This is an optimization exercise on Yosys and OpenROAD, whose aim is small area, not a production implementation. Only simulation tests tie the RTL to the original design; equivalence was not proved.

## 05-26
==> flow/design.v <==
`default_nettype none
module sd_crc16(
  input  wire       CLK,
  input  wire       IN,
  input  wire       DAT,
  input  wire       CS,
  output reg [15:0] CRC
);
wire fb  = DAT & (IN ^ CRC[15]);
wire clr = ~(DAT | CS);
always @(posedge CLK)
  CRC <= {CRC[14:12], (CRC[11] ^ fb) & ~clr, CRC[10:8], CRC[7] & ~clr,
          CRC[6:5], CRC[4] ^ fb, CRC[3] & ~clr, CRC[2:0], fb | CS};
endmodule
`default_nettype none
`timescale 1ns / 1ns
module sd_data_form
#(
parameter  [31:0] AVAIL_DATA_BITS      =  32'd4       
)
(
input  wire        SD_CLK,
input  wire        RST,
input  wire        SD_I_TRG,
output wire        SD_I_DONE,
input  wire        SD_I_PKT_RDY,
input  wire [ 63:0]SD_I_DAT,
output wire        SD_I_ACK,
input  wire        SD_I_FIRST,
input  wire        SD_I_LAST,
output wire [(AVAIL_DATA_BITS-'d1):0]SD_O_DAT,
output wire        SD_OE
);
reg         s_wait;      
reg         s_pre;       
reg         s_data;      
reg         s_crc;       
reg         s_end;       
reg  [  3:0]cnt;         
wire        c15  = &cnt;
wire        idle = ~(s_wait | s_pre | s_data | s_crc) | (s_crc & c15);
always @(posedge SD_CLK or posedge RST)
if (RST) begin
  s_wait <= 1'b0; s_pre <= 1'b0; s_data <= 1'b0; s_crc <= 1'b0; s_end <= 1'b0;
end else begin
  s_wait <= (idle & SD_I_TRG) | (s_wait & ~SD_I_PKT_RDY);
  s_pre  <= (s_wait & SD_I_PKT_RDY) | (s_pre & ~c15);
  s_data <= (s_pre & c15) | (s_data & ~(c15 & SD_I_LAST));
  s_crc  <= (s_data & c15 & SD_I_LAST) | (s_crc & ~c15);
  s_end  <= s_crc & c15;
end
always @(posedge SD_CLK)
  cnt <= (s_pre | s_data | s_crc) ? cnt + 4'd1 : 4'd12;
wire [  3:0]nib = SD_I_DAT[{cnt[3:1], ~cnt[0], 2'b00} +: 4];
wire [ 15:0]crc[0:3];
genvar i;
generate for (i = 0; i < 4; i = i + 1) begin : lane
  sd_crc16 dat_crc(.CLK(SD_CLK), .IN(nib[i]), .DAT(s_data), .CS(s_crc), .CRC(crc[i]));
end endgenerate
wire [  3:0]crc_msb = {crc[3][15], crc[2][15], crc[1][15], crc[0][15]};
assign SD_O_DAT  = s_data ? nib : crc_msb;
assign SD_OE     = (s_pre & c15) | s_data | s_crc | s_end;
assign SD_I_DONE = s_end;
assign SD_I_ACK  = s_data & c15;
endmodule
Settings: LEC_CHECK=0, CAP_MARGIN=20, CORE_MARGIN=2, CORE_UTILIZATION=40, SLEW_MARGIN=20; clock period 5.0 ns.
standard.sh (not shown) runs the stock make flow with config.mk's settings and CLKGATE_MAP_FILE= SYNTH_SCRIPT=/design/flow/synth_recipe.tcl, a recipe that flattens the netlist after the stock synthesis.
==> flow/flow/run.sh <==
#!/bin/bash
# The standard layout (standard.sh), with two changes:
#  - synthesis maps the logic with an area-oriented ABC script (flow/area.abc)
#    instead of ORFS's; everything else in the standard flow's synthesis script is kept,
#    so the registers are the standard synthesis's;
#  - the port buffers are the smallest buffer, sky130_fd_sc_hd__buf_1.
set -euo pipefail
W=$(pwd)
{
  printf 'proc abc {args} {\n'
  printf '  set i [lsearch -exact $args -script]\n'
  printf '  if {$i >= 0} { lset args [expr {$i + 1}] %s }\n' "$W/flow/area.abc"
  printf '  yosys abc {*}$args\n'
  printf '}\n'
  cat synth_recipe.tcl
} > flow_synth.tcl
bash standard.sh finish SYNTH_SCRIPT="$W/flow_synth.tcl" \
  BUFFER_PORTS_ARGS="-buffer_cell sky130_fd_sc_hd__buf_1" CTS_ARGS="-sink_clustering_enable -repair_clock_nets -dont_use_dummy_load -buf_list sky130_fd_sc_hd__clkbuf_4" > standard.log 2>&1
==> flow/flow/area.abc <==
&get -n
&deepsyn -T 30
&put
dch -f
amap
The inputs of 02-27 differ from those of 05-26 as listed below.
==> flow/design.v <==
`default_nettype none
module sd_crc16(
  input  wire       CLK,
  input  wire       IN,
  input  wire       DAT,
  input  wire       RUN,
  input  wire       END,
  output wire       OUT
);
reg  [15:0] crc;
assign OUT = DAT ? IN : crc[15];
wire fb = OUT ^ crc[15];
always @(posedge CLK)
  crc <= {crc[14] | END, crc[13], crc[12], (crc[11] ^ fb) & RUN, crc[10:6],
          crc[5] & RUN, crc[4] ^ fb, crc[3:0], fb};
endmodule
`default_nettype none
`timescale 1ns / 1ns
module sd_data_form
#(
parameter  [31:0] AVAIL_DATA_BITS      =  32'd4       
)
(
input  wire        SD_CLK,
input  wire        RST,
input  wire        SD_I_TRG,
output wire        SD_I_DONE,
input  wire        SD_I_PKT_RDY,
input  wire [ 63:0]SD_I_DAT,
output wire        SD_I_ACK,
input  wire        SD_I_FIRST,
input  wire        SD_I_LAST,
output wire [(AVAIL_DATA_BITS-'d1):0]SD_O_DAT,
output wire        SD_OE
);
reg         x, y, z;
reg  [  3:0]cnt;
wire        c15  = &cnt;
wire        s_data = x & y & ~z;
wire        s_crc  = x & z;
always @(posedge SD_CLK or posedge RST)
if (RST) begin
  x <= 1'b0; y <= 1'b0; z <= 1'b0;
end else begin
  x <= x ? ~(z & c15) : (z & SD_I_PKT_RDY);
  y <= x & (y | c15);
  z <= x ? (y & (z ? (~c15 | SD_I_TRG) : (c15 & SD_I_LAST)))
         : (z ? ~SD_I_PKT_RDY : SD_I_TRG);
end
always @(posedge SD_CLK)
  cnt <= x ? cnt + 4'd1 : 4'd12;
wire [  3:0]nib = SD_I_DAT[{cnt[3:1], ~cnt[0], 2'b00} +: 4];
genvar i;
generate for (i = 0; i < 4; i = i + 1) begin : lane
  sd_crc16 dat_crc(.CLK(SD_CLK), .IN(nib[i]), .DAT(s_data), .RUN(x & y),
                   .END(s_crc & c15), .OUT(SD_O_DAT[i]));
end endgenerate
assign SD_OE     = y | (x & c15);
assign SD_I_DONE = ~x & y;
assign SD_I_ACK  = s_data & c15;
endmodule
- 02-27 went all the way through the flow, and no timing, DRC or antenna check failed.
- Diff 05-26 -> 02-27: core utilization decreased 1.6 points, final design instance area without fill dropped about 5%.
- Logic depth of the worst register-to-register path, 02-27 and 05-26: smaller value in 05-26
- Compared with 05-26, in 02-27 total via count in the routed design now smaller; total wirelength of the detailed-routed design now smaller.
- Looking at non-clock buffer count across 02-27 and 05-26, the one that comes out higher is 05-26.
- Largest net degree at the start of global routing: 02-27 lower than 05-26

[afterwards: timing with drivers on the ports]
In the flow no input, the clock included, has a driving cell. The finished layouts below were timed again as built, in two steps.
Step 1: set_driving_cell puts a clkbuf_16 on SD_CLK and a buf_2 on each other input, an assumption about the parent block.
Step 2 also shifts input and output timing later by t, the mid clock arrival at the registers, as if the neighbouring blocks saw the same clock.
Slacks: ideal ports / drivers / drivers and shift; pairs: ideal ports / drivers.
run | t (ns) | slack for setup (ns) | clock arrival spread, ns
05-26 | 0.391 | 1.271 / 1.251 / 1.641 | 0.031 / 0.031
02-27 | 0.384 | 1.115 / 1.093 / 1.477 | 0.028 / 0.029
After both steps setup and hold are still met in every run listed.
